Context: an optimization exercise on an open-source flow, tuned for small area and a short achievable clock period. The choices shown serve that exercise and are no tape-out recipe.

== the baseline ==
## mac
module mac
  ( input                       clk
  , input                       xrst
  , input                       out_en
  , input                       accum_we
  , input                       reset
  , input  signed [DWIDTH-1:0]  x
  , input  signed [DWIDTH-1:0]  w
  , output signed [DWIDTH-1:0]  y
  );
==> flow/config.mk <==
export PLATFORM = sky130hd
export DESIGN_NAME = mac
export DESIGN_NICKNAME = mac
export VERILOG_FILES = /design/flow/design.v
export SDC_FILE = /design/flow/constraint.sdc
export NUM_CORES = 4
export LEC_CHECK = 0
export CAP_MARGIN = 20
export CORE_MARGIN = 2
export CORE_UTILIZATION = 70
export CTS_BUF_LIST = sky130_fd_sc_hd__clkbuf_8
export CTS_CLUSTER_SIZE = 30
export SETUP_SLACK_MARGIN = 3.6
export SLEW_MARGIN = 20
==> flow/constraint.sdc <==
create_clock -name core_clock -period 6.0 [get_ports {clk}]
set_input_delay 1.2000 -clock core_clock [delete_from_list [all_inputs] [get_ports {clk}]]
set_output_delay 1.2000 -clock core_clock [all_outputs]
set_load 0.01 [all_outputs]
standard.sh (not shown) runs the stock make flow with config.mk's settings and CLKGATE_MAP_FILE= SYNTH_SCRIPT=/design/flow/synth_recipe.tcl, a recipe that flattens the netlist after the stock synthesis.
==> flow/flow/run.sh <==
#!/bin/bash
# The standard layout (standard.sh: the standard flow's synthesis and ORFS flow) with these make settings:
# the port buffers are plain buffers (buf_2) instead of the delay buffer that buffer_ports
# picks by default. All output goes to standard.log in the work folder; ORFS also keeps its
# per-step logs under orfs/logs.
set -euo pipefail
bash standard.sh BUFFER_PORTS_ARGS="-buffer_cell sky130_fd_sc_hd__buf_2"  finish > standard.log 2>&1
Changes in the candidate relative to the baseline:
--- a/flow/design.v
+++ b/flow/design.v
@@ -441,29 +441,29 @@
     t21_1 <= s157;
     t21_2 <= c156;
     t22_0 <= c122;
     t22_1 <= s159;
     t22_2 <= c158;
   end
-  assign s161 = t6_0 ^ t6_1;  assign c162 = t6_0 & t6_1;
-  assign s163 = t7_0 ^ t7_1 ^ t7_2;  assign c164 = t7_0 ^ t7_1 ? t7_2 : t7_0;
-  assign s165 = t8_0 ^ t8_1 ^ t8_2;  assign c166 = t8_0 ^ t8_1 ? t8_2 : t8_0;
-  assign s167 = t9_0 ^ t9_1 ^ t9_2;  assign c168 = t9_0 ^ t9_1 ? t9_2 : t9_0;
-  assign s169 = t10_0 ^ t10_1 ^ t10_2;  assign c170 = t10_0 ^ t10_1 ? t10_2 : t10_0;
-  assign s171 = t11_0 ^ t11_1 ^ t11_2;  assign c172 = t11_0 ^ t11_1 ? t11_2 : t11_0;
-  assign s173 = t12_0 ^ t12_1 ^ t12_2;  assign c174 = t12_0 ^ t12_1 ? t12_2 : t12_0;
-  assign s175 = t13_0 ^ t13_1 ^ t13_2;  assign c176 = t13_0 ^ t13_1 ? t13_2 : t13_0;
-  assign s177 = t14_0 ^ t14_1 ^ t14_2;  assign c178 = t14_0 ^ t14_1 ? t14_2 : t14_0;
-  assign s179 = t15_0 ^ t15_1 ^ t15_2;  assign c180 = t15_0 ^ t15_1 ? t15_2 : t15_0;
-  assign s181 = t16_0 ^ t16_1 ^ t16_2;  assign c182 = t16_0 ^ t16_1 ? t16_2 : t16_0;
-  assign s183 = t17_0 ^ t17_1 ^ t17_2;  assign c184 = t17_0 ^ t17_1 ? t17_2 : t17_0;
-  assign s185 = t18_0 ^ t18_1 ^ t18_2;  assign c186 = t18_0 ^ t18_1 ? t18_2 : t18_0;
-  assign s187 = t19_0 ^ t19_1 ^ t19_2;  assign c188 = t19_0 ^ t19_1 ? t19_2 : t19_0;
-  assign s189 = t20_0 ^ t20_1 ^ t20_2;  assign c190 = t20_0 ^ t20_1 ? t20_2 : t20_0;
-  assign s191 = t21_0 ^ t21_1 ^ t21_2;  assign c192 = t21_0 ^ t21_1 ? t21_2 : t21_0;
-  assign s193 = t22_0 ^ t22_1 ^ t22_2;  assign c194 = t22_0 ^ t22_1 ? t22_2 : t22_0;
+  assign {c162, s161} = t6_0 + t6_1;
+  assign {c164, s163} = t7_0 + t7_1 + t7_2;
+  assign {c166, s165} = t8_0 + t8_1 + t8_2;
+  assign {c168, s167} = t9_0 + t9_1 + t9_2;
+  assign {c170, s169} = t10_0 + t10_1 + t10_2;
+  assign {c172, s171} = t11_0 + t11_1 + t11_2;
+  assign {c174, s173} = t12_0 + t12_1 + t12_2;
+  assign {c176, s175} = t13_0 + t13_1 + t13_2;
+  assign {c178, s177} = t14_0 + t14_1 + t14_2;
+  assign {c180, s179} = t15_0 + t15_1 + t15_2;
+  assign {c182, s181} = t16_0 + t16_1 + t16_2;
+  assign {c184, s183} = t17_0 + t17_1 + t17_2;
+  assign {c186, s185} = t18_0 + t18_1 + t18_2;
+  assign {c188, s187} = t19_0 + t19_1 + t19_2;
+  assign {c190, s189} = t20_0 + t20_1 + t20_2;
+  assign {c192, s191} = t21_0 + t21_1 + t21_2;
+  assign {c194, s193} = t22_0 + t22_1 + t22_2;
   wire [16:0] ha = {s193, s191, s189, s187, s185, s183, s181, s179, s177, s175, s173, s171, s169, s167, s165, s163, t6_2};
   wire [16:0] hb = {c192, c190, c188, c186, c184, c182, c180, c178, c176, c174, c172, c170, c168, c166, c164, c162, s161};
   wire [17:0] phs = {ha, 1'b1} + {hb, lo_c};
   wire [16:0] ph = phs[17:1];
   wire [14:0] p15 = ph[16:2];
   wire zz = lo_z & ~|ph[1:0];
@@ -476,29 +476,31 @@
   end
   wire decr = phr[14] & zr;
   wire [15:0] q16 = {phr[14], phr};
   wire [15:0] acc = {acch, accl};
   wire [15:0] ts = ~(acc ^ q16);
   wire [15:0] tc = {acc[14:0] | q16[14:0], ~decr};
-  reg [7:0] acch;
-  reg [7:0] accl;
-  reg [0:0] acck;
+  reg [11:0] acch;
+  reg [3:0] accl;
+  reg [2:0] acck;
   reg [15:0] yr;
-  wire [8:0] sum0 = ts[7:0] + tc[7:0];
-  wire [9:0] sumc1 = {ts[15:8], 1'b1} + {tc[15:8], acck[0]};
+  wire [4:0] sum0 = ts[3:0] + tc[3:0];
+  wire [5:0] sumc1 = {ts[7:4], 1'b1} + {tc[7:4], acck[0]};
+  wire [5:0] sumc2 = {ts[11:8], 1'b1} + {tc[11:8], acck[1]};
+  wire [5:0] sumc3 = {ts[15:12], 1'b1} + {tc[15:12], acck[2]};
   always @(posedge clk)
     if (!xrst | reset) begin
       acch <= 0;
       accl <= 0;
       acck <= 0;
     end else if (accum_we & v2) begin
-      accl <= sum0[7:0];
-      acch <= {sumc1[8:1]};
-      acck <= {sum0[8]};
+      accl <= sum0[3:0];
+      acch <= {sumc3[4:1], sumc2[4:1], sumc1[4:1]};
+      acck <= {sumc2[5], sumc1[5], sum0[4]};
     end
-  wire [15:0] accy = {acch, accl} + {7'd0, acck[0], 8'd0};
+  wire [15:0] accy = {acch, accl} + {3'd0, acck[2], 3'd0, acck[1], 3'd0, acck[0], 4'd0};
   always @(posedge clk)
     if (!xrst)
       yr <= 0;
     else if (out_en)
       yr <= accy;
   assign y = yr;
[summary]
Route | the candidate vs the baseline | wire shorter in the candidate. The candidate vs the baseline, fraction of layout instances using a drive strength above 1 went down by 2.1 points. The candidate: area share of xor/xnor cells in the synthesized design 2.1 points below the baseline. Relative to the baseline, time the final worst path needs with I/O delays and setup increased by 0.13 ns in the candidate. Post-layout utilization of the core: the candidate < the baseline. Between the baseline and the candidate, number of standard cells in the layout, taps in and fillers out decreased. The candidate ends up with a overall fraction of global-route tracks in use that is 0.56 points lower than in the baseline. The clock buffer count in the final layout reported for the candidate is smaller than that of the baseline by 3. Between the baseline and the candidate, the maximum root-to-sink buffer count does not differ in any meaningful way. Max combined area of all synthesized cells across the candidate and the baseline: the candidate. Note that the first-iteration DRC count recorded for the candidate amounts to 0.841 times the value seen in the baseline.
No functional check of the RTL was part of any run of this note.

what the ideal ports hide:
How much do the figures lean on ideal ports? The routed layouts below were timed once more, with nothing changed but the port constraints. Step 1, drivers: a clkbuf_16 drives clk and a buf_2 each remaining input, both assumed. Step 2 adds t to the input delays and takes it off the output delays; t is the mean of the earliest and latest rising clock arrival at the registers after step 1. Input paths then give back, and output paths get back, about the clock's delay inside the block. Slacks: no drivers / after step 1 / after step 2; pairs: no drivers / after step 1.
run	shift t [ns]	setup WS [ns]	latest minus earliest clock arrival (ns)
the baseline	0.499	3.558 / 3.558 / 3.558	0.017 / 0.017
the candidate	0.490	3.430 / 3.430 / 3.430	0.018 / 0.018
After both steps setup and hold are still met in every run listed.
